This is an optimization exercise on Yosys and OpenROAD, whose aim is small area, a short achievable clock period and few clock cycles per item, not a production implementation. In this exercise RTL edits were held to simulation tests only and were not proved equivalent to the original.

$ cat design/flow/design.v
module sin_coeff_lut (
    input  logic [14:0] x,
    output logic [15:0] m3,
    output logic [3:0]  m2,
    output logic        m2ok
);
assign m3 = 16'(x >= 15'h657c) + 16'(x >= 15'h6df4) + 16'(x >= 15'h745c)
          + 16'(x >= 15'h799a) + 16'(x >= 15'h7e1c);
logic [15:1] t;
assign t[1] = x >= 15'h2a96;
assign t[2] = x >= 15'h3063;
assign t[3] = x >= 15'h3443;
assign t[4] = x >= 15'h3756;
assign t[5] = x >= 15'h39bc;
assign t[6] = x >= 15'h3bf5;
assign t[7] = x >= 15'h3dd5;
assign t[8] = x >= 15'h3f54;
assign t[9] = x >= 15'h40ea;
assign t[10] = x >= 15'h425e;
assign t[11] = x >= 15'h4382;
assign t[12] = x >= 15'h449e;
assign t[13] = x >= 15'h45b0;
assign t[14] = x >= 15'h46ba;
assign t[15] = x >= 15'h47bc;
assign m2[0] = (t[1] & ~t[2]) | (t[3] & ~t[4]) | (t[5] & ~t[6]) | (t[7] & ~t[8]) | (t[9] & ~t[10]) | (t[11] & ~t[12]) | (t[13] & ~t[14]) | t[15];
assign m2[1] = (t[2] & ~t[4]) | (t[6] & ~t[8]) | (t[10] & ~t[12]) | t[14];
assign m2[2] = (t[4] & ~t[8]) | t[12];
assign m2[3] = t[8];
assign m2ok = x < 15'h48b8;
endmodule
module sin_datapath (
    input  logic [14:0] ma,
    input  logic [7:0]  b_one,
    input  logic [7:0]  b_two,
    input  logic [6:0]  b_neg,
    input  logic [15:0] acc,
    input  logic        cadd,
    output logic [15:0] p,
    input  logic [14:0] a,
    output logic [12:0] t1
);
wire pp1 = ((b_one[0] & ma[0])) ^ b_neg[0];
wire pp2 = ((b_one[0] & ma[1]) | (b_two[0] & ma[0])) ^ b_neg[0];
wire pp3 = ((b_one[0] & ma[2]) | (b_two[0] & ma[1])) ^ b_neg[0];
wire pp4 = ((b_one[0] & ma[3]) | (b_two[0] & ma[2])) ^ b_neg[0];
wire pp5 = ((b_one[0] & ma[4]) | (b_two[0] & ma[3])) ^ b_neg[0];
wire pp6 = ((b_one[0] & ma[5]) | (b_two[0] & ma[4])) ^ b_neg[0];
wire pp7 = ((b_one[0] & ma[6]) | (b_two[0] & ma[5])) ^ b_neg[0];
wire pp8 = ((b_one[0] & ma[7]) | (b_two[0] & ma[6])) ^ b_neg[0];
wire pp9 = ((b_one[0] & ma[8]) | (b_two[0] & ma[7])) ^ b_neg[0];
wire pp10 = ((b_one[0] & ma[9]) | (b_two[0] & ma[8])) ^ b_neg[0];
wire pp11 = ((b_one[0] & ma[10]) | (b_two[0] & ma[9])) ^ b_neg[0];
wire pp12 = ((b_one[0] & ma[11]) | (b_two[0] & ma[10])) ^ b_neg[0];
wire pp13 = ((b_one[0] & ma[12]) | (b_two[0] & ma[11])) ^ b_neg[0];
wire pp14 = ((b_one[0] & ma[13]) | (b_two[0] & ma[12])) ^ b_neg[0];
wire pp15 = ((b_one[0] & ma[14]) | (b_two[0] & ma[13])) ^ b_neg[0];
wire pp16 = ((b_two[0] & ma[14])) ^ b_neg[0];
wire pp17 = ((b_one[1] & ma[0])) ^ b_neg[1];
wire pp18 = ((b_one[1] & ma[1]) | (b_two[1] & ma[0])) ^ b_neg[1];
wire pp19 = ((b_one[1] & ma[2]) | (b_two[1] & ma[1])) ^ b_neg[1];
wire pp20 = ((b_one[1] & ma[3]) | (b_two[1] & ma[2])) ^ b_neg[1];
wire pp21 = ((b_one[1] & ma[4]) | (b_two[1] & ma[3])) ^ b_neg[1];
wire pp22 = ((b_one[1] & ma[5]) | (b_two[1] & ma[4])) ^ b_neg[1];
wire pp23 = ((b_one[1] & ma[6]) | (b_two[1] & ma[5])) ^ b_neg[1];
wire pp24 = ((b_one[1] & ma[7]) | (b_two[1] & ma[6])) ^ b_neg[1];
wire pp25 = ((b_one[1] & ma[8]) | (b_two[1] & ma[7])) ^ b_neg[1];
wire pp26 = ((b_one[1] & ma[9]) | (b_two[1] & ma[8])) ^ b_neg[1];
wire pp27 = ((b_one[1] & ma[10]) | (b_two[1] & ma[9])) ^ b_neg[1];
wire pp28 = ((b_one[1] & ma[11]) | (b_two[1] & ma[10])) ^ b_neg[1];
wire pp29 = ((b_one[1] & ma[12]) | (b_two[1] & ma[11])) ^ b_neg[1];
wire pp30 = ((b_one[1] & ma[13]) | (b_two[1] & ma[12])) ^ b_neg[1];
wire pp31 = ((b_one[1] & ma[14]) | (b_two[1] & ma[13])) ^ b_neg[1];
wire pp32 = ((b_two[1] & ma[14])) ^ b_neg[1];
wire pp33 = ((b_one[2] & ma[0])) ^ b_neg[2];
wire pp34 = ((b_one[2] & ma[1]) | (b_two[2] & ma[0])) ^ b_neg[2];
wire pp35 = ((b_one[2] & ma[2]) | (b_two[2] & ma[1])) ^ b_neg[2];
wire pp36 = ((b_one[2] & ma[3]) | (b_two[2] & ma[2])) ^ b_neg[2];
wire pp37 = ((b_one[2] & ma[4]) | (b_two[2] & ma[3])) ^ b_neg[2];
wire pp38 = ((b_one[2] & ma[5]) | (b_two[2] & ma[4])) ^ b_neg[2];
wire pp39 = ((b_one[2] & ma[6]) | (b_two[2] & ma[5])) ^ b_neg[2];
wire pp40 = ((b_one[2] & ma[7]) | (b_two[2] & ma[6])) ^ b_neg[2];
wire pp41 = ((b_one[2] & ma[8]) | (b_two[2] & ma[7])) ^ b_neg[2];
wire pp42 = ((b_one[2] & ma[9]) | (b_two[2] & ma[8])) ^ b_neg[2];
wire pp43 = ((b_one[2] & ma[10]) | (b_two[2] & ma[9])) ^ b_neg[2];
wire pp44 = ((b_one[2] & ma[11]) | (b_two[2] & ma[10])) ^ b_neg[2];
wire pp45 = ((b_one[2] & ma[12]) | (b_two[2] & ma[11])) ^ b_neg[2];
wire pp46 = ((b_one[2] & ma[13]) | (b_two[2] & ma[12])) ^ b_neg[2];
wire pp47 = ((b_one[2] & ma[14]) | (b_two[2] & ma[13])) ^ b_neg[2];
wire pp48 = ((b_two[2] & ma[14])) ^ b_neg[2];
wire pp49 = ((b_one[3] & ma[0])) ^ b_neg[3];
wire pp50 = ((b_one[3] & ma[1]) | (b_two[3] & ma[0])) ^ b_neg[3];
wire pp51 = ((b_one[3] & ma[2]) | (b_two[3] & ma[1])) ^ b_neg[3];
wire pp52 = ((b_one[3] & ma[3]) | (b_two[3] & ma[2])) ^ b_neg[3];
wire pp53 = ((b_one[3] & ma[4]) | (b_two[3] & ma[3])) ^ b_neg[3];
wire pp54 = ((b_one[3] & ma[5]) | (b_two[3] & ma[4])) ^ b_neg[3];
wire pp55 = ((b_one[3] & ma[6]) | (b_two[3] & ma[5])) ^ b_neg[3];
wire pp56 = ((b_one[3] & ma[7]) | (b_two[3] & ma[6])) ^ b_neg[3];
wire pp57 = ((b_one[3] & ma[8]) | (b_two[3] & ma[7])) ^ b_neg[3];
wire pp58 = ((b_one[3] & ma[9]) | (b_two[3] & ma[8])) ^ b_neg[3];
wire pp59 = ((b_one[3] & ma[10]) | (b_two[3] & ma[9])) ^ b_neg[3];
wire pp60 = ((b_one[3] & ma[11]) | (b_two[3] & ma[10])) ^ b_neg[3];
wire pp61 = ((b_one[3] & ma[12]) | (b_two[3] & ma[11])) ^ b_neg[3];
wire pp62 = ((b_one[3] & ma[13]) | (b_two[3] & ma[12])) ^ b_neg[3];
wire pp63 = ((b_one[3] & ma[14]) | (b_two[3] & ma[13])) ^ b_neg[3];
wire pp64 = ((b_two[3] & ma[14])) ^ b_neg[3];
wire pp65 = ((b_one[4] & ma[0])) ^ b_neg[4];
wire pp66 = ((b_one[4] & ma[1]) | (b_two[4] & ma[0])) ^ b_neg[4];
wire pp67 = ((b_one[4] & ma[2]) | (b_two[4] & ma[1])) ^ b_neg[4];
wire pp68 = ((b_one[4] & ma[3]) | (b_two[4] & ma[2])) ^ b_neg[4];
wire pp69 = ((b_one[4] & ma[4]) | (b_two[4] & ma[3])) ^ b_neg[4];
wire pp70 = ((b_one[4] & ma[5]) | (b_two[4] & ma[4])) ^ b_neg[4];
wire pp71 = ((b_one[4] & ma[6]) | (b_two[4] & ma[5])) ^ b_neg[4];
wire pp72 = ((b_one[4] & ma[7]) | (b_two[4] & ma[6])) ^ b_neg[4];
wire pp73 = ((b_one[4] & ma[8]) | (b_two[4] & ma[7])) ^ b_neg[4];
wire pp74 = ((b_one[4] & ma[9]) | (b_two[4] & ma[8])) ^ b_neg[4];
wire pp75 = ((b_one[4] & ma[10]) | (b_two[4] & ma[9])) ^ b_neg[4];
wire pp76 = ((b_one[4] & ma[11]) | (b_two[4] & ma[10])) ^ b_neg[4];
wire pp77 = ((b_one[4] & ma[12]) | (b_two[4] & ma[11])) ^ b_neg[4];
wire pp78 = ((b_one[4] & ma[13]) | (b_two[4] & ma[12])) ^ b_neg[4];
wire pp79 = ((b_one[4] & ma[14]) | (b_two[4] & ma[13])) ^ b_neg[4];
wire pp80 = ((b_two[4] & ma[14])) ^ b_neg[4];
wire pp81 = ((b_one[5] & ma[0])) ^ b_neg[5];
wire pp82 = ((b_one[5] & ma[1]) | (b_two[5] & ma[0])) ^ b_neg[5];
wire pp83 = ((b_one[5] & ma[2]) | (b_two[5] & ma[1])) ^ b_neg[5];
wire pp84 = ((b_one[5] & ma[3]) | (b_two[5] & ma[2])) ^ b_neg[5];
wire pp85 = ((b_one[5] & ma[4]) | (b_two[5] & ma[3])) ^ b_neg[5];
wire pp86 = ((b_one[5] & ma[5]) | (b_two[5] & ma[4])) ^ b_neg[5];
wire pp87 = ((b_one[5] & ma[6]) | (b_two[5] & ma[5])) ^ b_neg[5];
wire pp88 = ((b_one[5] & ma[7]) | (b_two[5] & ma[6])) ^ b_neg[5];
wire pp89 = ((b_one[5] & ma[8]) | (b_two[5] & ma[7])) ^ b_neg[5];
wire pp90 = ((b_one[5] & ma[9]) | (b_two[5] & ma[8])) ^ b_neg[5];
wire pp91 = ((b_one[5] & ma[10]) | (b_two[5] & ma[9])) ^ b_neg[5];
wire pp92 = ((b_one[5] & ma[11]) | (b_two[5] & ma[10])) ^ b_neg[5];
wire pp93 = ((b_one[5] & ma[12]) | (b_two[5] & ma[11])) ^ b_neg[5];
wire pp94 = ((b_one[5] & ma[13]) | (b_two[5] & ma[12])) ^ b_neg[5];
wire pp95 = ((b_one[5] & ma[14]) | (b_two[5] & ma[13])) ^ b_neg[5];
wire pp96 = ((b_two[5] & ma[14])) ^ b_neg[5];
wire pp97 = ((b_one[6] & ma[0])) ^ b_neg[6];
wire pp98 = ((b_one[6] & ma[1]) | (b_two[6] & ma[0])) ^ b_neg[6];
wire pp99 = ((b_one[6] & ma[2]) | (b_two[6] & ma[1])) ^ b_neg[6];
wire pp100 = ((b_one[6] & ma[3]) | (b_two[6] & ma[2])) ^ b_neg[6];
wire pp101 = ((b_one[6] & ma[4]) | (b_two[6] & ma[3])) ^ b_neg[6];
wire pp102 = ((b_one[6] & ma[5]) | (b_two[6] & ma[4])) ^ b_neg[6];
wire pp103 = ((b_one[6] & ma[6]) | (b_two[6] & ma[5])) ^ b_neg[6];
wire pp104 = ((b_one[6] & ma[7]) | (b_two[6] & ma[6])) ^ b_neg[6];
wire pp105 = ((b_one[6] & ma[8]) | (b_two[6] & ma[7])) ^ b_neg[6];
wire pp106 = ((b_one[6] & ma[9]) | (b_two[6] & ma[8])) ^ b_neg[6];
wire pp107 = ((b_one[6] & ma[10]) | (b_two[6] & ma[9])) ^ b_neg[6];
wire pp108 = ((b_one[6] & ma[11]) | (b_two[6] & ma[10])) ^ b_neg[6];
wire pp109 = ((b_one[6] & ma[12]) | (b_two[6] & ma[11])) ^ b_neg[6];
wire pp110 = ((b_one[6] & ma[13]) | (b_two[6] & ma[12])) ^ b_neg[6];
wire pp111 = ((b_one[6] & ma[14]) | (b_two[6] & ma[13])) ^ b_neg[6];
wire pp112 = ((b_two[6] & ma[14])) ^ b_neg[6];
wire pp113 = (b_one[7] & ma[0]);
wire pp114 = (b_one[7] & ma[1]) | (b_two[7] & ma[0]);
wire pp115 = (b_one[7] & ma[2]) | (b_two[7] & ma[1]);
wire pp116 = (b_one[7] & ma[3]) | (b_two[7] & ma[2]);
wire pp117 = (b_one[7] & ma[4]) | (b_two[7] & ma[3]);
wire pp118 = (b_one[7] & ma[5]) | (b_two[7] & ma[4]);
wire pp119 = (b_one[7] & ma[6]) | (b_two[7] & ma[5]);
wire pp120 = (b_one[7] & ma[7]) | (b_two[7] & ma[6]);
wire pp121 = (b_one[7] & ma[8]) | (b_two[7] & ma[7]);
wire pp122 = (b_one[7] & ma[9]) | (b_two[7] & ma[8]);
wire pp123 = (b_one[7] & ma[10]) | (b_two[7] & ma[9]);
wire pp124 = (b_one[7] & ma[11]) | (b_two[7] & ma[10]);
wire pp125 = (b_one[7] & ma[12]) | (b_two[7] & ma[11]);
wire pp126 = (b_one[7] & ma[13]) | (b_two[7] & ma[12]);
wire pp127 = (b_one[7] & ma[14]) | (b_two[7] & ma[13]);
wire pp128 = (b_two[7] & ma[14]);
wire s129, c129;
sin_ha u129 (.a(pp9), .b(pp23), .s(s129), .co(c129));
wire s130, c130;
sin_ha u130 (.a(pp10), .b(pp24), .s(s130), .co(c130));
wire s131, c131;
sin_fa u131 (.a(pp11), .b(pp25), .c(pp39), .s(s131), .co(c131));
wire s132, c132;
sin_ha u132 (.a(pp53), .b(pp67), .s(s132), .co(c132));
wire s133, c133;
sin_fa u133 (.a(pp12), .b(pp26), .c(pp40), .s(s133), .co(c133));
wire s134, c134;
sin_ha u134 (.a(pp54), .b(pp68), .s(s134), .co(c134));
wire s135, c135;
sin_fa u135 (.a(pp13), .b(pp27), .c(pp41), .s(s135), .co(c135));
wire s136, c136;
sin_fa u136 (.a(pp55), .b(pp69), .c(pp83), .s(s136), .co(c136));
wire s137, c137;
sin_ha u137 (.a(pp97), .b(b_neg[6]), .s(s137), .co(c137));
wire s138, c138;
sin_fa u138 (.a(pp14), .b(pp28), .c(pp42), .s(s138), .co(c138));
wire s139, c139;
sin_fa u139 (.a(pp56), .b(pp70), .c(pp84), .s(s139), .co(c139));
wire s140, c140;
sin_ha u140 (.a(pp98), .b(cadd), .s(s140), .co(c140));
wire s141, c141;
sin_fa u141 (.a(pp15), .b(pp29), .c(pp43), .s(s141), .co(c141));
wire s142, c142;
sin_fa u142 (.a(pp57), .b(pp71), .c(pp85), .s(s142), .co(c142));
wire s143, c143;
sin_fa u143 (.a(pp99), .b(pp113), .c(cadd), .s(s143), .co(c143));
wire s144, c144;
sin_fa u144 (.a(pp16), .b(pp30), .c(pp44), .s(s144), .co(c144));
wire s145, c145;
sin_fa u145 (.a(pp58), .b(pp72), .c(pp86), .s(s145), .co(c145));
wire s146, c146;
sin_fa u146 (.a(pp100), .b(pp114), .c(acc[0]), .s(s146), .co(c146));
wire s147, c147;
sin_fa u147 (.a(b_neg[0]), .b(pp31), .c(pp45), .s(s147), .co(c147));
wire s148, c148;
sin_fa u148 (.a(pp59), .b(pp73), .c(pp87), .s(s148), .co(c148));
wire s149, c149;
sin_fa u149 (.a(pp101), .b(pp115), .c(acc[1]), .s(s149), .co(c149));
wire s150, c150;
sin_fa u150 (.a(b_neg[0]), .b(pp32), .c(pp46), .s(s150), .co(c150));
wire s151, c151;
sin_fa u151 (.a(pp60), .b(pp74), .c(pp88), .s(s151), .co(c151));
wire s152, c152;
sin_fa u152 (.a(pp102), .b(pp116), .c(acc[2]), .s(s152), .co(c152));
wire s153, c153;
sin_fa u153 (.a(~b_neg[0]), .b(~b_neg[1]), .c(pp47), .s(s153), .co(c153));
wire s154, c154;
sin_fa u154 (.a(pp61), .b(pp75), .c(pp89), .s(s154), .co(c154));
wire s155, c155;
sin_fa u155 (.a(pp103), .b(pp117), .c(acc[3]), .s(s155), .co(c155));
wire s156, c156;
sin_fa u156 (.a(pp48), .b(pp62), .c(pp76), .s(s156), .co(c156));
wire s157, c157;
sin_fa u157 (.a(pp90), .b(pp104), .c(pp118), .s(s157), .co(c157));
wire s158 = ~acc[4];
wire s159, c159;
sin_fa u159 (.a(~b_neg[2]), .b(pp63), .c(pp77), .s(s159), .co(c159));
wire s160, c160;
sin_fa u160 (.a(pp91), .b(pp105), .c(pp119), .s(s160), .co(c160));
wire s161, c161;
sin_fa u161 (.a(pp64), .b(pp78), .c(pp92), .s(s161), .co(c161));
wire s162, c162;
sin_ha u162 (.a(pp106), .b(pp120), .s(s162), .co(c162));
wire s163, c163;
sin_fa u163 (.a(~b_neg[3]), .b(pp79), .c(pp93), .s(s163), .co(c163));
wire s164, c164;
sin_ha u164 (.a(pp80), .b(pp94), .s(s164), .co(c164));
wire s165, c165;
sin_ha u165 (.a(pp5), .b(pp19), .s(s165), .co(c165));
wire s166, c166;
sin_ha u166 (.a(pp6), .b(pp20), .s(s166), .co(c166));
wire s167, c167;
sin_fa u167 (.a(pp7), .b(pp21), .c(pp35), .s(s167), .co(c167));
wire s168, c168;
sin_ha u168 (.a(pp49), .b(b_neg[3]), .s(s168), .co(c168));
wire s169, c169;
sin_fa u169 (.a(pp8), .b(pp22), .c(pp36), .s(s169), .co(c169));
wire s170, c170;
sin_ha u170 (.a(pp50), .b(cadd), .s(s170), .co(c170));
wire s171, c171;
sin_fa u171 (.a(s129), .b(pp37), .c(pp51), .s(s171), .co(c171));
wire s172, c172;
sin_fa u172 (.a(pp65), .b(b_neg[4]), .c(cadd), .s(s172), .co(c172));
wire s173, c173;
sin_fa u173 (.a(s130), .b(pp38), .c(pp52), .s(s173), .co(c173));
wire s174, c174;
sin_fa u174 (.a(pp66), .b(cadd), .c(c129), .s(s174), .co(c174));
wire s175, c175;
sin_fa u175 (.a(s131), .b(s132), .c(pp81), .s(s175), .co(c175));
wire s176, c176;
sin_fa u176 (.a(b_neg[5]), .b(cadd), .c(c130), .s(s176), .co(c176));
wire s177, c177;
sin_fa u177 (.a(s133), .b(s134), .c(pp82), .s(s177), .co(c177));
wire s178, c178;
sin_fa u178 (.a(cadd), .b(c131), .c(c132), .s(s178), .co(c178));
wire s179, c179;
sin_fa u179 (.a(s135), .b(s136), .c(s137), .s(s179), .co(c179));
wire s180, c180;
sin_fa u180 (.a(cadd), .b(c133), .c(c134), .s(s180), .co(c180));
wire s181, c181;
sin_fa u181 (.a(s138), .b(s139), .c(s140), .s(s181), .co(c181));
wire s182, c182;
sin_fa u182 (.a(c135), .b(c136), .c(c137), .s(s182), .co(c182));
wire s183, c183;
sin_fa u183 (.a(s141), .b(s142), .c(s143), .s(s183), .co(c183));
wire s184, c184;
sin_fa u184 (.a(c138), .b(c139), .c(c140), .s(s184), .co(c184));
wire s185, c185;
sin_fa u185 (.a(s144), .b(s145), .c(s146), .s(s185), .co(c185));
wire s186, c186;
sin_fa u186 (.a(c141), .b(c142), .c(c143), .s(s186), .co(c186));
wire s187, c187;
sin_fa u187 (.a(s147), .b(s148), .c(s149), .s(s187), .co(c187));
wire s188, c188;
sin_fa u188 (.a(c144), .b(c145), .c(c146), .s(s188), .co(c188));
wire s189, c189;
sin_fa u189 (.a(s150), .b(s151), .c(s152), .s(s189), .co(c189));
wire s190, c190;
sin_fa u190 (.a(c147), .b(c148), .c(c149), .s(s190), .co(c190));
wire s191, c191;
sin_fa u191 (.a(s153), .b(s154), .c(s155), .s(s191), .co(c191));
wire s192, c192;
sin_fa u192 (.a(c150), .b(c151), .c(c152), .s(s192), .co(c192));
wire s193, c193;
sin_fa u193 (.a(s156), .b(s157), .c(s158), .s(s193), .co(c193));
wire s194, c194;
sin_fa u194 (.a(c153), .b(c154), .c(c155), .s(s194), .co(c194));
wire s195, c195;
sin_fa u195 (.a(s159), .b(s160), .c(acc[5]), .s(s195), .co(c195));
wire s196, c196;
sin_fa u196 (.a(c156), .b(c157), .c(acc[4]), .s(s196), .co(c196));
wire s197, c197;
sin_fa u197 (.a(s161), .b(s162), .c(acc[6]), .s(s197), .co(c197));
wire s198 = ~(c159 ^ c160);
wire c199 = c159 | c160;
wire s200, c200;
sin_fa u200 (.a(s163), .b(pp107), .c(pp121), .s(s200), .co(c200));
wire s201, c201;
sin_fa u201 (.a(acc[7]), .b(c161), .c(c162), .s(s201), .co(c201));
wire s202, c202;
sin_fa u202 (.a(s164), .b(pp108), .c(pp122), .s(s202), .co(c202));
wire s203 = ~(acc[8] ^ c163);
wire c204 = acc[8] | c163;
wire s205, c205;
sin_fa u205 (.a(~b_neg[4]), .b(pp95), .c(pp109), .s(s205), .co(c205));
wire s206, c206;
sin_fa u206 (.a(pp123), .b(acc[9]), .c(c164), .s(s206), .co(c206));
wire s207, c207;
sin_fa u207 (.a(pp96), .b(pp110), .c(pp124), .s(s207), .co(c207));
wire s208 = ~acc[10];
wire s209, c209;
sin_fa u209 (.a(~b_neg[5]), .b(pp111), .c(pp125), .s(s209), .co(c209));
wire s210, c210;
sin_ha u210 (.a(pp112), .b(pp126), .s(s210), .co(c210));
wire s211, c211;
sin_ha u211 (.a(pp3), .b(pp17), .s(s211), .co(c211));
wire s212, c212;
sin_ha u212 (.a(pp4), .b(pp18), .s(s212), .co(c212));
wire s213, c213;
sin_fa u213 (.a(s165), .b(pp33), .c(b_neg[2]), .s(s213), .co(c213));
wire s214, c214;
sin_fa u214 (.a(s166), .b(pp34), .c(cadd), .s(s214), .co(c214));
wire s215, c215;
sin_fa u215 (.a(s167), .b(s168), .c(cadd), .s(s215), .co(c215));
wire s216, c216;
sin_fa u216 (.a(s169), .b(s170), .c(c167), .s(s216), .co(c216));
wire s217, c217;
sin_fa u217 (.a(s171), .b(s172), .c(c169), .s(s217), .co(c217));
wire s218, c218;
sin_fa u218 (.a(s173), .b(s174), .c(c171), .s(s218), .co(c218));
wire s219, c219;
sin_fa u219 (.a(s175), .b(s176), .c(c173), .s(s219), .co(c219));
wire s220, c220;
sin_fa u220 (.a(s177), .b(s178), .c(c175), .s(s220), .co(c220));
wire s221, c221;
sin_fa u221 (.a(s179), .b(s180), .c(c177), .s(s221), .co(c221));
wire s222, c222;
sin_fa u222 (.a(s181), .b(s182), .c(c179), .s(s222), .co(c222));
wire s223, c223;
sin_fa u223 (.a(s183), .b(s184), .c(c181), .s(s223), .co(c223));
wire s224, c224;
sin_fa u224 (.a(s185), .b(s186), .c(c183), .s(s224), .co(c224));
wire s225, c225;
sin_fa u225 (.a(s187), .b(s188), .c(c185), .s(s225), .co(c225));
wire s226, c226;
sin_fa u226 (.a(s189), .b(s190), .c(c187), .s(s226), .co(c226));
wire s227, c227;
sin_fa u227 (.a(s191), .b(s192), .c(c189), .s(s227), .co(c227));
wire s228, c228;
sin_fa u228 (.a(s193), .b(s194), .c(c191), .s(s228), .co(c228));
wire s229, c229;
sin_fa u229 (.a(s195), .b(s196), .c(c193), .s(s229), .co(c229));
wire s230, c230;
sin_fa u230 (.a(s197), .b(s198), .c(c195), .s(s230), .co(c230));
wire s231, c231;
sin_fa u231 (.a(s200), .b(s201), .c(c197), .s(s231), .co(c231));
wire s232, c232;
sin_fa u232 (.a(s202), .b(s203), .c(c200), .s(s232), .co(c232));
wire s233, c233;
sin_fa u233 (.a(s205), .b(s206), .c(c202), .s(s233), .co(c233));
wire s234, c234;
sin_fa u234 (.a(s207), .b(s208), .c(c205), .s(s234), .co(c234));
wire s235, c235;
sin_fa u235 (.a(s209), .b(acc[11]), .c(c207), .s(s235), .co(c235));
wire s236 = ~(s210 ^ acc[12]);
wire c237 = s210 | acc[12];
wire s238, c238;
sin_fa u238 (.a(~b_neg[6]), .b(pp127), .c(acc[13]), .s(s238), .co(c238));
wire s239, c239;
sin_ha u239 (.a(pp128), .b(acc[14]), .s(s239), .co(c239));
wire s240, c240;
sin_ha u240 (.a(pp1), .b(b_neg[0]), .s(s240), .co(c240));
wire s241, c241;
sin_ha u241 (.a(pp2), .b(cadd), .s(s241), .co(c241));
wire s242, c242;
sin_fa u242 (.a(s211), .b(b_neg[1]), .c(cadd), .s(s242), .co(c242));
wire s243, c243;
sin_fa u243 (.a(s212), .b(cadd), .c(c211), .s(s243), .co(c243));
wire s244, c244;
sin_fa u244 (.a(s213), .b(cadd), .c(c212), .s(s244), .co(c244));
wire s245, c245;
sin_fa u245 (.a(s214), .b(c165), .c(c213), .s(s245), .co(c245));
wire s246, c246;
sin_fa u246 (.a(s215), .b(c166), .c(c214), .s(s246), .co(c246));
wire s247, c247;
sin_fa u247 (.a(s216), .b(c168), .c(c215), .s(s247), .co(c247));
wire s248, c248;
sin_fa u248 (.a(s217), .b(c170), .c(c216), .s(s248), .co(c248));
wire s249, c249;
sin_fa u249 (.a(s218), .b(c172), .c(c217), .s(s249), .co(c249));
wire s250, c250;
sin_fa u250 (.a(s219), .b(c174), .c(c218), .s(s250), .co(c250));
wire s251, c251;
sin_fa u251 (.a(s220), .b(c176), .c(c219), .s(s251), .co(c251));
wire s252, c252;
sin_fa u252 (.a(s221), .b(c178), .c(c220), .s(s252), .co(c252));
wire s253, c253;
sin_fa u253 (.a(s222), .b(c180), .c(c221), .s(s253), .co(c253));
wire s254, c254;
sin_fa u254 (.a(s223), .b(c182), .c(c222), .s(s254), .co(c254));
wire s255, c255;
sin_fa u255 (.a(s224), .b(c184), .c(c223), .s(s255), .co(c255));
wire s256, c256;
sin_fa u256 (.a(s225), .b(c186), .c(c224), .s(s256), .co(c256));
wire s257, c257;
sin_fa u257 (.a(s226), .b(c188), .c(c225), .s(s257), .co(c257));
wire s258, c258;
sin_fa u258 (.a(s227), .b(c190), .c(c226), .s(s258), .co(c258));
wire s259, c259;
sin_fa u259 (.a(s228), .b(c192), .c(c227), .s(s259), .co(c259));
wire s260, c260;
sin_fa u260 (.a(s229), .b(c194), .c(c228), .s(s260), .co(c260));
wire s261, c261;
sin_fa u261 (.a(s230), .b(c196), .c(c229), .s(s261), .co(c261));
wire s262, c262;
sin_fa u262 (.a(s231), .b(c199), .c(c230), .s(s262), .co(c262));
wire s263, c263;
sin_fa u263 (.a(s232), .b(c201), .c(c231), .s(s263), .co(c263));
wire s264, c264;
sin_fa u264 (.a(s233), .b(c204), .c(c232), .s(s264), .co(c264));
wire s265, c265;
sin_fa u265 (.a(s234), .b(c206), .c(c233), .s(s265), .co(c265));
wire s266, c266;
sin_fa u266 (.a(s235), .b(acc[10]), .c(c234), .s(s266), .co(c266));
wire s267, c267;
sin_fa u267 (.a(s236), .b(c209), .c(c235), .s(s267), .co(c267));
wire s268, c268;
sin_fa u268 (.a(s238), .b(c210), .c(c237), .s(s268), .co(c268));
wire s269 = ~(s239 ^ c238);
wire c270 = s239 | c238;
wire s271 = ~(acc[15] ^ c239);
wire c272 = acc[15] | c239;
wire [30:0] pa = {s271, s269, s268, s267, s266, s265, s264, s263, s262, s261, s260, s259, s258, s257, s256, s255, s254, s253, s252, s251, s250, s249, s248, s247, s246, s245, s244, s243, s242, s241, s240};
wire [30:0] pb = {c270, c268, c267, c266, c265, c264, c263, c262, c261, c260, c259, c258, c257, c256, c255, c254, c253, c252, c251, c250, c249, c248, c247, c246, c245, c244, c243, c242, c241, c240, cadd};
wire [30:0] ps;
assign ps[14:0] = 15'd0;
sin_add31 add (.a(pa), .b(pb), .s(ps[30:15]));
assign p = ps[30:15];
wire s100001, c100001;
sin_ha u100001 (.a(a[12]), .b(a[10]), .s(s100001), .co(c100001));
wire s100002, c100002;
sin_fa u100002 (.a(a[13]), .b(a[11]), .c(a[9]), .s(s100002), .co(c100002));
wire s100003, c100003;
sin_fa u100003 (.a(a[14]), .b(a[12]), .c(a[10]), .s(s100003), .co(c100003));
wire s100004, c100004;
sin_ha u100004 (.a(a[13]), .b(a[11]), .s(s100004), .co(c100004));
wire s100005, c100005;
sin_ha u100005 (.a(a[14]), .b(a[12]), .s(s100005), .co(c100005));
wire s100006, c100006;
sin_ha u100006 (.a(a[8]), .b(a[6]), .s(s100006), .co(c100006));
wire s100007, c100007;
sin_fa u100007 (.a(a[9]), .b(a[7]), .c(a[5]), .s(s100007), .co(c100007));
wire s100008, c100008;
sin_fa u100008 (.a(a[10]), .b(a[8]), .c(a[6]), .s(s100008), .co(c100008));
wire s100009, c100009;
sin_ha u100009 (.a(a[4]), .b(a[2]), .s(s100009), .co(c100009));
wire s100010, c100010;
sin_fa u100010 (.a(a[11]), .b(a[9]), .c(a[7]), .s(s100010), .co(c100010));
wire s100011, c100011;
sin_fa u100011 (.a(a[5]), .b(a[3]), .c(a[1]), .s(s100011), .co(c100011));
wire s100012, c100012;
sin_fa u100012 (.a(s100001), .b(a[8]), .c(a[6]), .s(s100012), .co(c100012));
wire s100013, c100013;
sin_fa u100013 (.a(a[4]), .b(a[2]), .c(a[0]), .s(s100013), .co(c100013));
wire s100014, c100014;
sin_fa u100014 (.a(s100002), .b(a[7]), .c(a[5]), .s(s100014), .co(c100014));
wire s100015, c100015;
sin_fa u100015 (.a(a[3]), .b(a[1]), .c(c100001), .s(s100015), .co(c100015));
wire s100016, c100016;
sin_fa u100016 (.a(s100003), .b(a[8]), .c(a[6]), .s(s100016), .co(c100016));
wire s100017, c100017;
sin_fa u100017 (.a(a[4]), .b(a[2]), .c(c100002), .s(s100017), .co(c100017));
wire s100018, c100018;
sin_fa u100018 (.a(s100004), .b(a[9]), .c(a[7]), .s(s100018), .co(c100018));
wire s100019, c100019;
sin_fa u100019 (.a(a[5]), .b(a[3]), .c(c100003), .s(s100019), .co(c100019));
wire s100020, c100020;
sin_fa u100020 (.a(s100005), .b(a[10]), .c(a[8]), .s(s100020), .co(c100020));
wire s100021, c100021;
sin_fa u100021 (.a(a[6]), .b(a[4]), .c(c100004), .s(s100021), .co(c100021));
wire s100022, c100022;
sin_fa u100022 (.a(a[13]), .b(a[11]), .c(a[9]), .s(s100022), .co(c100022));
wire s100023, c100023;
sin_fa u100023 (.a(a[7]), .b(a[5]), .c(c100005), .s(s100023), .co(c100023));
wire s100024, c100024;
sin_fa u100024 (.a(a[14]), .b(a[12]), .c(a[10]), .s(s100024), .co(c100024));
wire s100025, c100025;
sin_ha u100025 (.a(a[8]), .b(a[6]), .s(s100025), .co(c100025));
wire s100026, c100026;
sin_fa u100026 (.a(a[13]), .b(a[11]), .c(a[9]), .s(s100026), .co(c100026));
wire s100027, c100027;
sin_ha u100027 (.a(a[14]), .b(a[12]), .s(s100027), .co(c100027));
wire s100028, c100028;
sin_ha u100028 (.a(a[6]), .b(a[4]), .s(s100028), .co(c100028));
wire s100029, c100029;
sin_fa u100029 (.a(a[7]), .b(a[5]), .c(a[3]), .s(s100029), .co(c100029));
wire s100030, c100030;
sin_fa u100030 (.a(s100006), .b(a[4]), .c(a[2]), .s(s100030), .co(c100030));
wire s100031, c100031;
sin_fa u100031 (.a(s100007), .b(a[3]), .c(a[1]), .s(s100031), .co(c100031));
wire s100032, c100032;
sin_fa u100032 (.a(s100008), .b(s100009), .c(a[0]), .s(s100032), .co(c100032));
wire s100033, c100033;
sin_fa u100033 (.a(s100010), .b(s100011), .c(c100008), .s(s100033), .co(c100033));
wire s100034, c100034;
sin_fa u100034 (.a(s100012), .b(s100013), .c(c100010), .s(s100034), .co(c100034));
wire s100035, c100035;
sin_fa u100035 (.a(s100014), .b(s100015), .c(c100012), .s(s100035), .co(c100035));
wire s100036, c100036;
sin_fa u100036 (.a(s100016), .b(s100017), .c(c100014), .s(s100036), .co(c100036));
wire s100037, c100037;
sin_fa u100037 (.a(s100018), .b(s100019), .c(c100016), .s(s100037), .co(c100037));
wire s100038, c100038;
sin_fa u100038 (.a(s100020), .b(s100021), .c(c100018), .s(s100038), .co(c100038));
wire s100039, c100039;
sin_fa u100039 (.a(s100022), .b(s100023), .c(c100020), .s(s100039), .co(c100039));
wire s100040, c100040;
sin_fa u100040 (.a(s100024), .b(s100025), .c(c100022), .s(s100040), .co(c100040));
wire s100041, c100041;
sin_fa u100041 (.a(s100026), .b(a[7]), .c(c100024), .s(s100041), .co(c100041));
wire s100042, c100042;
sin_fa u100042 (.a(s100027), .b(a[10]), .c(a[8]), .s(s100042), .co(c100042));
wire s100043, c100043;
sin_fa u100043 (.a(a[13]), .b(a[11]), .c(a[9]), .s(s100043), .co(c100043));
wire s100044, c100044;
sin_ha u100044 (.a(a[14]), .b(a[12]), .s(s100044), .co(c100044));
wire s100045, c100045;
sin_ha u100045 (.a(a[4]), .b(a[2]), .s(s100045), .co(c100045));
wire s100046, c100046;
sin_fa u100046 (.a(a[5]), .b(a[3]), .c(a[1]), .s(s100046), .co(c100046));
wire s100047, c100047;
sin_fa u100047 (.a(s100028), .b(a[2]), .c(a[0]), .s(s100047), .co(c100047));
wire s100048, c100048;
sin_fa u100048 (.a(s100029), .b(a[1]), .c(c100028), .s(s100048), .co(c100048));
wire s100049, c100049;
sin_fa u100049 (.a(s100030), .b(a[0]), .c(c100029), .s(s100049), .co(c100049));
wire s100050, c100050;
sin_fa u100050 (.a(s100031), .b(c100006), .c(c100030), .s(s100050), .co(c100050));
wire s100051, c100051;
sin_fa u100051 (.a(s100032), .b(c100007), .c(c100031), .s(s100051), .co(c100051));
wire s100052, c100052;
sin_fa u100052 (.a(s100033), .b(c100009), .c(c100032), .s(s100052), .co(c100052));
wire s100053, c100053;
sin_fa u100053 (.a(s100034), .b(c100011), .c(c100033), .s(s100053), .co(c100053));
wire s100054, c100054;
sin_fa u100054 (.a(s100035), .b(c100013), .c(c100034), .s(s100054), .co(c100054));
wire s100055, c100055;
sin_fa u100055 (.a(s100036), .b(c100015), .c(c100035), .s(s100055), .co(c100055));
wire s100056, c100056;
sin_fa u100056 (.a(s100037), .b(c100017), .c(c100036), .s(s100056), .co(c100056));
wire s100057, c100057;
sin_fa u100057 (.a(s100038), .b(c100019), .c(c100037), .s(s100057), .co(c100057));
wire s100058, c100058;
sin_fa u100058 (.a(s100039), .b(c100021), .c(c100038), .s(s100058), .co(c100058));
wire s100059, c100059;
sin_fa u100059 (.a(s100040), .b(c100023), .c(c100039), .s(s100059), .co(c100059));
wire s100060, c100060;
sin_fa u100060 (.a(s100041), .b(c100025), .c(c100040), .s(s100060), .co(c100060));
wire s100061, c100061;
sin_fa u100061 (.a(s100042), .b(c100026), .c(c100041), .s(s100061), .co(c100061));
wire s100062, c100062;
sin_fa u100062 (.a(s100043), .b(c100027), .c(c100042), .s(s100062), .co(c100062));
wire s100063, c100063;
sin_fa u100063 (.a(s100044), .b(a[10]), .c(c100043), .s(s100063), .co(c100063));
wire s100064, c100064;
sin_fa u100064 (.a(a[13]), .b(a[11]), .c(c100044), .s(s100064), .co(c100064));
wire s100065, c100065;
sin_ha u100065 (.a(a[14]), .b(a[12]), .s(s100065), .co(c100065));
wire [27:0] t1w_a = {1'b0, a[14], a[13], s100065, s100064, s100063, s100062, s100061, s100060, s100059, s100058, s100057, s100056, s100055, s100054, s100053, s100052, s100051, s100050, s100049, s100048, s100047, s100046, s100045, a[3], a[2], a[1], a[0]};
wire [27:0] t1w_b = {1'b0, 1'b0, c100065, c100064, c100063, c100062, c100061, c100060, c100059, c100058, c100057, c100056, c100055, c100054, c100053, c100052, c100051, c100050, c100049, c100048, c100047, c100046, c100045, a[0], a[1], a[0], 1'b0, 1'b0};
wire [27:0] t1w_s = t1w_a + t1w_b;
wire [12:0] t1w = t1w_s[27:15];
assign t1 = t1w;
endmodule
module sin_fa (
    input  logic a,
    input  logic b,
    input  logic c,
    output logic s,
    output logic co
);
assign s  = a ^ b ^ c;
assign co = (a & b) | (a & c) | (b & c);
endmodule
module sin_ha (
    input  logic a,
    input  logic b,
    output logic s,
    output logic co
);
assign s  = a ^ b;
assign co = a & b;
endmodule
module sin_add31 (
    input  logic [30:0] a,
    input  logic [30:0] b,
    output logic [15:0] s
);
logic [30:0] p, g;
assign p = a ^ b;
assign g = a & b;
wire gg1 = g[1] | (p[1] & g[0]);
wire gg2 = g[3] | (p[3] & g[2]);
wire pp2 = p[3] & p[2];
wire gg3 = g[5] | (p[5] & g[4]);
wire pp3 = p[5] & p[4];
wire gg4 = g[7] | (p[7] & g[6]);
wire pp4 = p[7] & p[6];
wire gg5 = g[9] | (p[9] & g[8]);
wire pp5 = p[9] & p[8];
wire gg6 = g[11] | (p[11] & g[10]);
wire pp6 = p[11] & p[10];
wire gg7 = g[13] | (p[13] & g[12]);
wire pp7 = p[13] & p[12];
wire gg8 = g[15] | (p[15] & g[14]);
wire pp8 = p[15] & p[14];
wire gg9 = g[17] | (p[17] & g[16]);
wire pp9 = p[17] & p[16];
wire gg10 = g[19] | (p[19] & g[18]);
wire pp10 = p[19] & p[18];
wire gg11 = g[21] | (p[21] & g[20]);
wire pp11 = p[21] & p[20];
wire gg12 = g[23] | (p[23] & g[22]);
wire pp12 = p[23] & p[22];
wire gg13 = g[25] | (p[25] & g[24]);
wire pp13 = p[25] & p[24];
wire gg14 = g[27] | (p[27] & g[26]);
wire pp14 = p[27] & p[26];
wire gg15 = g[29] | (p[29] & g[28]);
wire pp15 = p[29] & p[28];
wire gg16 = g[2] | (p[2] & gg1);
wire gg17 = gg2 | (pp2 & gg1);
wire gg18 = g[6] | (p[6] & gg3);
wire pp18 = p[6] & pp3;
wire gg19 = gg4 | (pp4 & gg3);
wire pp19 = pp4 & pp3;
wire gg20 = g[10] | (p[10] & gg5);
wire pp20 = p[10] & pp5;
wire gg21 = gg6 | (pp6 & gg5);
wire pp21 = pp6 & pp5;
wire gg22 = g[14] | (p[14] & gg7);
wire pp22 = p[14] & pp7;
wire gg23 = gg8 | (pp8 & gg7);
wire pp23 = pp8 & pp7;
wire gg24 = g[18] | (p[18] & gg9);
wire pp24 = p[18] & pp9;
wire gg25 = gg10 | (pp10 & gg9);
wire pp25 = pp10 & pp9;
wire gg26 = g[22] | (p[22] & gg11);
wire pp26 = p[22] & pp11;
wire gg27 = gg12 | (pp12 & gg11);
wire pp27 = pp12 & pp11;
wire gg28 = g[26] | (p[26] & gg13);
wire pp28 = p[26] & pp13;
wire gg29 = gg14 | (pp14 & gg13);
wire pp29 = pp14 & pp13;
wire gg30 = g[30] | (p[30] & gg15);
wire pp30 = p[30] & pp15;
wire gg31 = g[4] | (p[4] & gg17);
wire gg32 = gg3 | (pp3 & gg17);
wire gg33 = gg18 | (pp18 & gg17);
wire gg34 = gg19 | (pp19 & gg17);
wire gg35 = g[12] | (p[12] & gg21);
wire pp35 = p[12] & pp21;
wire gg36 = gg7 | (pp7 & gg21);
wire pp36 = pp7 & pp21;
wire gg37 = gg22 | (pp22 & gg21);
wire pp37 = pp22 & pp21;
wire gg38 = gg23 | (pp23 & gg21);
wire pp38 = pp23 & pp21;
wire gg39 = g[20] | (p[20] & gg25);
wire pp39 = p[20] & pp25;
wire gg40 = gg11 | (pp11 & gg25);
wire pp40 = pp11 & pp25;
wire gg41 = gg26 | (pp26 & gg25);
wire pp41 = pp26 & pp25;
wire gg42 = gg27 | (pp27 & gg25);
wire pp42 = pp27 & pp25;
wire gg43 = g[28] | (p[28] & gg29);
wire pp43 = p[28] & pp29;
wire gg44 = gg15 | (pp15 & gg29);
wire pp44 = pp15 & pp29;
wire gg45 = gg30 | (pp30 & gg29);
wire pp45 = pp30 & pp29;
wire gg46 = g[8] | (p[8] & gg34);
wire gg47 = gg5 | (pp5 & gg34);
wire gg48 = gg20 | (pp20 & gg34);
wire gg49 = gg21 | (pp21 & gg34);
wire gg50 = gg35 | (pp35 & gg34);
wire gg51 = gg36 | (pp36 & gg34);
wire gg52 = gg37 | (pp37 & gg34);
wire gg53 = gg38 | (pp38 & gg34);
wire gg54 = g[24] | (p[24] & gg42);
wire pp54 = p[24] & pp42;
wire gg55 = gg13 | (pp13 & gg42);
wire pp55 = pp13 & pp42;
wire gg56 = gg28 | (pp28 & gg42);
wire pp56 = pp28 & pp42;
wire gg57 = gg29 | (pp29 & gg42);
wire pp57 = pp29 & pp42;
wire gg58 = gg43 | (pp43 & gg42);
wire pp58 = pp43 & pp42;
wire gg59 = gg44 | (pp44 & gg42);
wire pp59 = pp44 & pp42;
wire gg60 = gg45 | (pp45 & gg42);
wire pp60 = pp45 & pp42;
wire gg61 = g[16] | (p[16] & gg53);
wire gg62 = gg9 | (pp9 & gg53);
wire gg63 = gg24 | (pp24 & gg53);
wire gg64 = gg25 | (pp25 & gg53);
wire gg65 = gg39 | (pp39 & gg53);
wire gg66 = gg40 | (pp40 & gg53);
wire gg67 = gg41 | (pp41 & gg53);
wire gg68 = gg42 | (pp42 & gg53);
wire gg69 = gg54 | (pp54 & gg53);
wire gg70 = gg55 | (pp55 & gg53);
wire gg71 = gg56 | (pp56 & gg53);
wire gg72 = gg57 | (pp57 & gg53);
wire gg73 = gg58 | (pp58 & gg53);
wire gg74 = gg59 | (pp59 & gg53);
wire gg75 = gg60 | (pp60 & gg53);
assign s = {p[30] ^ gg74, p[29] ^ gg73, p[28] ^ gg72, p[27] ^ gg71, p[26] ^ gg70, p[25] ^ gg69, p[24] ^ gg68, p[23] ^ gg67, p[22] ^ gg66, p[21] ^ gg65, p[20] ^ gg64, p[19] ^ gg63, p[18] ^ gg62, p[17] ^ gg61, p[16] ^ gg53, p[15] ^ gg52};
endmodule
module sin (
    input  logic        clk,
    input  logic        rst_n,
    input  logic [15:0] x,
    input  logic        start,
    output logic [15:0] result,
    output logic        done
);
logic [4:1]  st;
logic [14:0] ra, bnext;
logic [7:0]  b_one, b_two, n_one, n_two;
logic [6:0]  b_neg, n_neg;
logic [12:0] t1;
logic [15:0] acc, p, m3, rslow;
logic        selp;
logic [3:0]  m2s, mr;
logic        m2ok;
logic        zero, med, medr;
assign zero = x[14:0] < 15'h0748;     
assign med  = ~zero & m2ok;           
always_ff @(posedge clk) begin
    medr <= med;
end
always_ff @(posedge clk or negedge rst_n) begin
    if (!rst_n) begin
        st <= 4'b0000;
    end else begin
        st <= {st[3], st[2] & ~medr, st[1], done & start & ~zero};
    end
end
assign done = ~|st;
sin_coeff_lut lut (.x(x[14:0]), .m3(m3), .m2(m2s), .m2ok(m2ok));
assign acc = (st[4] | (st[2] & medr)) ? result : 16'h0000;
sin_datapath datapath (.ma(ra), .b_one(b_one), .b_two(b_two), .b_neg(b_neg), .acc(acc), .cadd(st[2] & medr), .p(p),
                       .a(ra), .t1(t1));
always_comb begin
    if (st[1])      bnext = {2'b00, t1};
    else if (st[2]) bnext = 15'h0666;
    else if (done)  bnext = x[14:0];
    else            bnext = result[14:0];
end
sin_booth_enc enc (.b(bnext), .one(n_one), .two(n_two), .neg(n_neg));
assign selp = (st[1] & ~medr) | (st[2] & medr) | st[4];
sin_rsel rsel (.med(st[1] & medr), .sub(st[3]), .x(x[14:0]), .ra(ra), .mr(mr), .r(rslow));
always_ff @(posedge clk) begin
    ra    <= done ? x[14:0] : p[14:0];
    b_one <= n_one;
    b_two <= n_two;
    b_neg <= n_neg ^ {7{st[1] & medr}};    
    mr    <= med ? m2s : {1'b0, m3[2:0]};
end
always_ff @(posedge clk) begin
    if ((done & start) | (st[1] & medr) | st[3] | selp) result <= selp ? p : rslow;
end
endmodule
module sin_booth_enc (
    input  logic [14:0] b,
    output logic [7:0]  one,
    output logic [7:0]  two,
    output logic [6:0]  neg
);
logic [16:0] e;
assign e = {1'b0, b, 1'b0};
always_comb begin
    for (int i = 0; i < 8; i++) begin
        one[i] = e[2*i+1] ^ e[2*i];
        two[i] = (e[2*i+2] & ~e[2*i+1] & ~e[2*i]) | (~e[2*i+2] & e[2*i+1] & e[2*i]);
    end
    for (int i = 0; i < 7; i++) neg[i] = e[2*i+2];
end
endmodule
module sin_rsel (
    input  logic        med,
    input  logic        sub,
    input  logic [14:0] x,
    input  logic [14:0] ra,
    input  logic [3:0]  mr,
    output logic [15:0] r
);
logic [15:0] am, z;
assign am = {1'b0, ra} + {12'b0, mr};      
always_comb begin
    if (med)      z = {12'b0, mr};         
    else if (sub) z = ~am;                 
    else          z = 16'h0000;
end
assign r = {1'b0, x} + z + {15'b0, sub & ~med};
endmodule
$ cat design/flow/run.sh
#!/bin/bash
# synth_recipe.tcl (not shown) runs the flow's synth.tcl, then flattens the netlist and writes it again
# the make line also repeats each setting of config.mk as NAME=value (left out here)
make -C /OpenROAD-flow-scripts/flow DESIGN_CONFIG=/design/flow/config.mk WORK_HOME=/design/flow/orfs CLKGATE_MAP_FILE= SYNTH_SCRIPT=/design/flow/synth_recipe.tcl finish
$ cat design/flow/config.mk
export PLATFORM = sky130hd
export DESIGN_NAME = sin
export DESIGN_NICKNAME = sin
export VERILOG_FILES = /design/flow/design.v
export SDC_FILE = /design/flow/constraint.sdc
export NUM_CORES = 4
export LEC_CHECK = 0
export CAP_MARGIN = 20
export CORE_MARGIN = 2
export CORE_UTILIZATION = 40
export CTS_BUF_LIST = sky130_fd_sc_hd__clkbuf_4 sky130_fd_sc_hd__clkbuf_8
export SETUP_SLACK_MARGIN = 3.75
export SLEW_MARGIN = 20
export SYNTH_HIERARCHICAL = 1
export SYNTH_MINIMUM_KEEP_SIZE = 0
$ cat design/flow/constraint.sdc
create_clock -name core_clock -period 9.5 [get_ports {clk}]
set_input_delay 1.9000 -clock core_clock [delete_from_list [all_inputs] [get_ports {clk}]]
set_output_delay 1.9000 -clock core_clock [all_outputs]
set_load 0.01 [all_outputs]
==> reports/results.tsv, run 1 <==
metric	value	unit
run status	no timing/DRC/antenna violations	
CTS H-tree depth	3	
1st-iter DRT viols	804	
core footprint	31560	sq um
period utilization	0.5884	
Period minus WS final	5.590	ns
worst path cell trace	buf_6 > a22oi_1 > xnor2_1 > fa_1 > fa_1 > fa_1 > fa_1 > ha_1 > nand3_1 > nor2_1 > o211ai_1 > o211a_4 > o31ai_4 > o21ai_0 > xnor2_1 > mux2_2	
Root Driver	clkbuf_8	
routed wire length	36640	um
Worst Path Max Fanout	15	
Slew Limit Fails	0	
post-placement cell count	1734	
# IOs	36	
Hold/Removal Path Class	flip-flop to flip-flop	
area of the mapped netlist	12810	sq um
R2R Setup Slk	3.91	ns
Die Ht	182.9	um
initial antenna violation count	0	
clk buf depth	2	
routed vias	10340	
# DRC	0	
Chip Width	182.9	um
Synth Net Count	1654	
CP max stage cell	fa_1	
Worst Setup SP	ra[9]	
skew final	0.01723	ns
Die Area	33470	sq um
RSZ-0062 raised after global routing	true	
port bufs	34	
Crit path top cell by count	fa_1	
number of iterations in the first detailed-routing pass	6	
worst slack at placement	3.249	ns
Slew HR	0.3681	
fin cells	1755	
CTS tree	yes	
R2R cell count	16	
r2r startpoint	ra[9]	
Worst Hold Margin	0.4704	ns
Post-Synthesis Cells	1356	
routability cong.	0.8778	
HPWL after DPL	26490	um
area delta synth->final	7.914	%
Rows	65	
layout cells sized above 1	0.1005	
gr ovfl total	0	
Crit. End Element	flip-flop	
slowest stage delay, CP	0.55	ns
Detail Route Antenna Nets	0	
Max Clock Freq	178.9	MHz
cts bufs inserted	9	
post-route setup slack	3.910	ns
Initial Util	0.4059	
Syn Area/Cell	9.445	sq um
# setup viols final	0	
Ant. Diodes	0	
critical path arrival	5.70	ns
crit path launch type	flip-flop	
WP data required	9.61	ns
clock slew seen by the registers of the worst setup and hold paths	0.08	ns
worst reg2reg path endpoint	result[8]	
worst setup path end	result[8]	
setup_tns	0	ns
Sink Count	63	
WL/cell	20.88	um
Nets	1646	
kind of critical path	flip-flop to flip-flop	
clock latency on the worst-skew pair	0.36	ns
largest net degree at the start of global routing	27	
all-layer global routing usage	0.2252	
post-cts hold buffer count	0	
vias in the first global route	10600	
Via density	5.893	
Syn. warnings	9	
global-route wire length before repair	59000	um
Least-Margin Pin Slew	0.9452	ns
Final Hold Vio Count	0	
Max Cap Viol	0	
==> worst min-delay path by stage <==
stage / from / endpoint / slack [ns] / cells after the start
after CTS: st[3] / st[4] / 0.47 / 0
after detailed placement: st[3] / st[4] / 0.45 / 0
final: st[3] / st[4] / 0.47 / 0
after global routing: st[3] / st[4] / 0.50 / 0
after floorplan: st[1] / st[2] / 0.39 / 0
after global placement: st[3] / st[4] / 0.45 / 0
==> flip-flops by register name, summed over array words and instances, names as in the netlist <==
signal and cells:
result 16, ra 15, b_one 8, b_two 8, b_neg 7, mr 4, st 4, medr 1
==> per-layer routing <==
| layer | global-route usage | part of all wire | vias to the layer above | routed length, um |
|---|---|---|---|---|
| met2 | 0.3615 | 0.46 | 392 | 16840 |
| li1 | - | - | 4748 | - |
| met1 | 0.3209 | 0.45 | 5150 | 16630 |
| met3 | 0.03356 | 0.067 | 53 | 2443 |
| met4 | 0.05152 | 0.020 | 0 | 726 |
| met5 | 0 | 0 | - | 0 |
==> worst max-delay path, delay by kind of cell (launching register included) <==
family | cells | cell delay [ns]
AOI/OAI and AO/OA | 5 | 1.18
muxes | 1 | 0.28
DFF | 1 | 0.50
and+or+nand+nor | 2 | 0.34
xor gates and xnor gates | 2 | 0.40
adders and majority gates | 5 | 2.38
buffers and inverters | 1 | 0.24
==> area by class of cell <==
class                           count  area, sq um
Sequential cell                    63         1480
Multi-Input combinational cell   1140        10680
Clock buffer                       12        158.9
Tap cell                          402        503.0
Inverter                           59        229.0
Timing Repair Buffer               75        701.9
Clock inverter                      4        68.82
Fill cell                        3071        17730
==> layout by cell type (no fill, tap or decap), drive strengths merged, types with 9 or more instances in the layout <==
cell           instances
a21o                  21
a21oi                 59
a22o                  14
a22oi                100
buf                   41
clkbuf                12
clkdlybuf4s50         34
dfxtp                 43
edfxtp                16
fa                   174
ha                   105
inv                   59
mux2                  16
mux2i                  9
nand2                129
nand2b                16
nand3                 23
nand4                 10
nor2                  60
nor2b                 24
nor3                  18
o21ai                 50
o311ai                10
xnor2                151
xor2                  21
==> through the flow <==
stage,utilization,cell area (sq um)
2_1_floorplan,-,12810
3_3_place_gp,0.4261,13450
3_5_place_dp,0.4261,13450
4_1_cts,0.4343,13700
5_1_grt,0.4380,13820
6_report,0.4380,13820
==> what timing repair did <==
action | in CTS | in global routing
endpoints found under the setup margin | 30 | 23
buffers inserted | 0 | 5
pin swaps | 0 | 1
resized for setup | 16 | 31
Testbench counts, summed over its fixed seeds: cycles 1,428, items 384.
==> inputs of run 2 (changes only) <==
--- a/design/flow/config.mk
+++ b/design/flow/config.mk
@@ -9,7 +9,7 @@
 export CORE_MARGIN = 2
 export CORE_UTILIZATION = 40
 export CTS_BUF_LIST = sky130_fd_sc_hd__clkbuf_4 sky130_fd_sc_hd__clkbuf_8
-export SETUP_SLACK_MARGIN = 3.75
+export SETUP_SLACK_MARGIN = 4.25
 export SLEW_MARGIN = 20
 export SYNTH_HIERARCHICAL = 1
 export SYNTH_MINIMUM_KEEP_SIZE = 0
==> reports/results.tsv, run 2 <==
metric	value	unit	change
run status	no timing/DRC/antenna violations		
Rows	65		unchanged
kind of critical path	flip-flop to flip-flop		
initial antenna violation count	0		unchanged
Sink Count	63		unchanged
period utilization	0.5402		-0.04824
fin cells	1795		+2.3%
clock latency on the worst-skew pair	0.36	ns	about the same
Ant. Diodes	0		unchanged
Max Clock Freq	194.9	MHz	+8.9%
HPWL after DPL	26230	um	-0.98%
largest net degree at the start of global routing	27		unchanged
clk buf depth	2		unchanged
top flop regs	result: 16 flops, ra: 15 flops		
Post-Synthesis Cells	1356		unchanged
CTS H-tree depth	3		unchanged
CTS tree	yes		
vias in the first global route	11010		+3.9%
global-route wire length before repair	61710	um	+4.6%
cts bufs inserted	9		unchanged
post-placement cell count	1725		-0.52%
Crit path top cell by count	fa_1		
Max Cap Viol	0		unchanged
Worst Path Max Fanout	6		-9
port bufs	34		unchanged
critical path arrival	5.24	ns	-0.46 ns
Syn Area/Cell	9.445	sq um	unchanged
# DRC	0		unchanged
worst path cell trace	buf_12 > a22oi_1 > xnor2_1 > fa_1 > fa_1 > fa_1 > fa_1 > ha_4 > a21oi_2 > a31oi_2 > a211oi_2 > o211a_4 > o21ai_2 > a31oi_1 > xnor2_1 > mux2_2		
most frequent cells in the layout	fa_1 (171), xnor2_1 (149), nand2_1 (129)		
number of iterations in the first detailed-routing pass	6		unchanged
1st-iter DRT viols	736		-8.5%
routed vias	10690		+3.3%
all-layer global routing usage	0.2364		+0.01129
Initial Util	0.4059		unchanged
Crit. End Element	flip-flop		
Finished Cell Area	14730	sq um	+6.6%
Syn. warnings	9		unchanged
post-cts hold buffer count	0		unchanged
R2R Setup Slk	4.37	ns	+0.46 ns
RSZ-0062 raised after global routing	true		
Least-Margin Pin Slew	0.9641	ns	+0.01888 ns
Slew Limit Fails	0		unchanged
Die Area	33470	sq um	unchanged
crit path launch type	flip-flop		
skew final	0.01003	ns	-0.007193 ns
clock slew seen by the registers of the worst setup and hold paths	0.07	ns	about the same
Hold/Removal Path Class	flip-flop to flip-flop		
area delta synth->final	15.04	%	
most common cell after layout, fill and taps aside	fa_1		
Period minus WS final	5.132	ns	-0.4583 ns
core footprint	31560	sq um	unchanged
Nets	1686		+2.4%
WP data required	9.61	ns	about the same
# setup viols final	0		unchanged
Largest Register	result		
layout cells sized above 1	0.1658		+0.06531
Detail Route Antenna Nets	0		unchanged
Die Ht	182.9	um	unchanged
Root Driver	clkbuf_8		
setup_tns	0	ns	unchanged
Slew HR	0.3573		-0.01082
max FFs per register	16		unchanged
Final Hold Vio Count	0		unchanged
# IOs	36		unchanged
WL/cell	21.58	um	+3.4%
DP Area	13390	sq um	-0.38%
area of the mapped netlist	12810	sq um	unchanged
CP max stage cell	fa_1		
routed wire length	38740	um	+5.7%
slowest stage delay, CP	0.57	ns	+0.02 ns
gr ovfl total	0		unchanged
Via density	5.954		+1.0%
routability cong.	0.9010		+2.6%
Core Util, Final	0.4669		+0.02891
Synth Net Count	1654		unchanged
Chip Width	182.9	um	unchanged
## run 2: final cells by class
type / count / area [sq um]
inverters: 59 / 229.0
repair buffers: 115 / 1264
clock buffers: 13 / 160.2
well taps: 402 / 503.0
flip-flops and latches: 63 / 1536
fillers: 2985 / 16820
multi-input cells: 1140 / 11000
clock inverters: 3 / 42.54
## run 2: per-layer routing
layer	global-route usage	share of wire	vias to the layer above
li1	-	-	4834
met1	0.3215	0.44	5382
met2	0.3920	0.47	392
met3	0.03753	0.056	79
met4	0.06368	0.029	0
met5	0	0	-
## run 2: final timing paths
| path | cells after the start | start | end |
|---|---|---|---|
| setup / recovery | 16 | ra[11] | result[14] |
| hold / removal | 0 | st[3] | st[4] |
| setup reg to reg | 16 | ra[11] | result[14] |
| hold reg to reg | 0 | st[3] | st[4] |
| max in group asynchronous | 1 | rst_n | st[1] |
| min in group asynchronous | 1 | rst_n | st[4] |
## run 2: worst max-delay path: cells and delay by family, from the launching register on
| kind | cells | cell delay [ns] |
|---|---|---|
| AO/OA/AOI/OAI | 7 | 1.46 |
| XOR/XNOR | 2 | 0.32 |
| adder cells (fa/ha/maj) | 5 | 2.30 |
| buffers and inverters | 1 | 0.13 |
| flip-flops | 1 | 0.38 |
| multiplexers | 1 | 0.28 |
## run 2: per-stage QoR
stage               setup slack, ns  hold WS [ns]
CTS                           4.170        0.4664
global route                  4.226        0.4715
finish                        4.368        0.4665
global placement              3.562        0.4389
floorplan                     4.245        0.3885
detailed placement            3.523        0.4513
## run 2: repair_timing
action,CTS,global route
buffers inserted,23,29
endpoints found under the hold margin,0,0
resized for setup,61,69
endpoints found under the setup margin,49,40
gates cloned,1,1
pin swaps,4,46

## re-timing with driven ports
Ports are ideal in the flow. The routed layouts listed here were re-timed in OpenROAD. Step 1 sets driving cells, clkbuf_16 on the clock port and buf_2 on the other inputs (assumed; they add their load-dependent delay and slew). Step 2 also shifts input and output timing later by t, the mid clock arrival at the registers, as if the neighbouring blocks saw the same clock. a / b / c = ideal / step 1 / step 2; a / b = the first two.
run | t, ns | setup slack, ns | worst setup path at the end
run 1 | 0.388 | 3.910 / 3.910 / 3.910 | register to register
run 2 | 0.392 | 4.368 / 4.368 / 4.017 | input to register
After both steps every run listed still meets setup and hold. For run 2, which loses most, drivers alone change the setup slack by 0.000 ns; drivers and shift together by -0.351 ns.
